Source: an optimization exercise on an open RTL-to-GDS flow (aim: small area). Production flows keep margins and buffers that such runs may drop.
The RTL was checked by simulation tests, not by an equivalence proof against the original design.
No activity file was given, so power comes from the tool's default toggle rates.

## main
module main(
	input reset_bar,
	input clk,
	input start_bar,
	input i2c_sda_in,
	output i2c_sda_out,
	output i2c_scl_out,
	output indicate_ack_received_bar,
	output indicate_nack_received_bar,
	output [7:0] display
    );
==> flow/config.mk <==
export PLATFORM = sky130hd
export DESIGN_NAME = main
export DESIGN_NICKNAME = main
export VERILOG_FILES = /design/flow/design.v
export SDC_FILE = /design/flow/constraint.sdc
export NUM_CORES = 4
export LEC_CHECK = 0
export CAP_MARGIN = 20
export CORE_MARGIN = 2
export CORE_UTILIZATION = 85
export SLEW_MARGIN = 20
==> flow/constraint.sdc <==
create_clock -name core_clock -period 20.0 [get_ports {clk}]
set_input_delay 4.0000 -clock core_clock [delete_from_list [all_inputs] [get_ports {clk}]]
set_output_delay 4.0000 -clock core_clock [all_outputs]
set_load 0.01 [all_outputs]
standard.sh (not shown) runs the stock make flow with config.mk's settings and CLKGATE_MAP_FILE= SYNTH_SCRIPT=/design/flow/synth_recipe.tcl, a recipe that flattens the netlist after the stock synthesis.
==> flow/flow/run.sh <==
#!/bin/bash
# The standard ORFS layout, with three changes to how the layout is made:
#  - synthesis maps the logic with an area-oriented ABC script (flow/area.abc)
#    in place of abc_speed.script; everything else in synth_recipe.tcl is kept,
#    so the registers are the standard synthesis's;
#  - ports are buffered with buf_1 cells;
#  - the clock tree is built without dummy loads, from clkbuf_8 cells.
# Each tool's full output goes to the ORFS logs under orfs/logs and to the
# log files written here.
set -euo pipefail
FLOWDIR=$(cd "$(dirname "${BASH_SOURCE[0]}")" && pwd)
{
  echo "proc abc {args} {"
  echo "  set i [lsearch -exact \$args -script]"
  echo "  if {\$i >= 0 && [string match *abc_speed.script [lindex \$args [expr {\$i + 1}]]]} {"
  echo "    lset args [expr {\$i + 1}] $FLOWDIR/area.abc"
  echo "  }"
  echo "  yosys abc {*}\$args"
  echo "}"
  cat synth_recipe.tcl
} > area_synth.tcl
bash standard.sh SYNTH_SCRIPT=$PWD/area_synth.tcl \
  BUFFER_PORTS_ARGS="-buffer_cell sky130_fd_sc_hd__buf_1" \
  CTS_ARGS="-sink_clustering_enable -repair_clock_nets -dont_use_dummy_load -buf_list sky130_fd_sc_hd__clkbuf_4" \
  finish > flow_make.log 2>&1
==> flow/flow/area.abc <==
strash
&get -n
&deepsyn -T 90
&dch -f
&nf -a
&put
topo
dnsize
The first run failed in global placement without I/O (3_1_place_gp_skip_io).
Change:
--- a/flow/flow/run.sh
+++ b/flow/flow/run.sh
@@ -23,3 +23,3 @@
   BUFFER_PORTS_ARGS="-buffer_cell sky130_fd_sc_hd__buf_1" \
-  CTS_ARGS="-sink_clustering_enable -repair_clock_nets -dont_use_dummy_load -buf_list sky130_fd_sc_hd__clkbuf_4" \
+  CTS_ARGS="-sink_clustering_enable -repair_clock_nets -dont_use_dummy_load -buf_list sky130_fd_sc_hd__clkbuf_8" \
   finish > flow_make.log 2>&1
Settings changed: CORE_UTILIZATION 85 to 40.
What happened: The new run completed without violations; synthesized area does not change; synthesized cell count does not change.

========
main, a different RTL version from the one above (not shown whole).
Size: roughly 290 cells after synthesis, ~36 flip-flops, about 16 I/O pins, ~2200 um^2 of cells after synthesis.
export LEC_CHECK = 0
export CAP_MARGIN = 20
export CORE_MARGIN = 2
export CORE_UTILIZATION = 40
export SLEW_MARGIN = 20
create_clock -name core_clock -period 20.0 [get_ports {clk}]
==> flow/flow/run.sh <==
#!/bin/bash
# The standard ORFS layout, with three changes to how the layout is made:
#  - synthesis maps the logic with an area-oriented ABC script (flow/area.abc)
#    in place of abc_speed.script, and leaves adders to ABC instead of
#    mapping them to half/full-adder cells first (ADDER_MAP_FILE empty);
#    everything else in synth_recipe.tcl is kept, so the registers are the
#    standard synthesis's;
#  - ports are buffered with buf_1 cells;
#  - the clock tree is built without dummy loads, from clkbuf_8 cells.
# Each tool's full output goes to the ORFS logs under orfs/logs and to the
# log files written here.
set -euo pipefail
FLOWDIR=$(cd "$(dirname "${BASH_SOURCE[0]}")" && pwd)
{
  echo "proc abc {args} {"
  echo "  set i [lsearch -exact \$args -script]"
  echo "  if {\$i >= 0 && [string match *abc_speed.script [lindex \$args [expr {\$i + 1}]]]} {"
  echo "    lset args [expr {\$i + 1}] $FLOWDIR/area.abc"
  echo "  }"
  echo "  yosys abc {*}\$args"
  echo "}"
  cat synth_recipe.tcl
} > area_synth.tcl
bash standard.sh SYNTH_SCRIPT=$PWD/area_synth.tcl ADDER_MAP_FILE= \
  BUFFER_PORTS_ARGS="-buffer_cell sky130_fd_sc_hd__buf_1" \
  CTS_ARGS="-sink_clustering_enable -repair_clock_nets -dont_use_dummy_load -buf_list sky130_fd_sc_hd__clkbuf_8" \
  finish > flow_make.log 2>&1
Scripts as last shown in full above: flow/flow/area.abc
Next try:
==> flow/flow/area.abc (replaced) <==
strash
&get -n
&deepsyn -T 60
&dch -f
&nf -p -R 1000 -F 8
&put
topo
dnsize
Via count came out lower by 4.0%.
Total power went down by 3.3%.
Area after synthesis drops by 4.6%.
Worst hold slack gets worse by 0.0034 ns.
Clock-buffer cell count does not change.
Cell area shrinks by 4.6%.
Core utilization went up by 0.71 points.
Sequential share of layout area rises by 1.5 points.
Sequential power came out lower by 2.7%.
Routed wire length fell by 5.9%.
Clock power drops by about 3%.

[re-timing with driven ports]
No port has a modelled driver above. Below, the same layouts with a new extraction and two added sets of constraints. Step 1 (the two cells are an assumption about what drives the block):
set clk [get_ports {clk}]
set_driving_cell -lib_cell sky130_fd_sc_hd__clkbuf_16 $clk
set_driving_cell -lib_cell sky130_fd_sc_hd__buf_2 [delete_from_list [all_inputs] $clk]
Step 2 times the ports against the registers' clock, not the clock port: input delays grow and output delays shrink by t, the midpoint of the rising clock arrivals with the driver on. Slacks: ideal / step 1 / step 2; pairs: ideal / step 1.
run	shift t [ns]	slack for setup (ns)	worst slew at a driven data input, ns	cell pins on the clock port's net
the second run of note 1	0.317	13.697 / 13.666 / 13.983	0.03	1
the first run of note 2	0.309	13.863 / 13.833 / 14.142	0.03	1
the second run of note 2	0.314	13.492 / 13.461 / 13.775	0.03	1
After both steps every run listed still meets setup and hold.
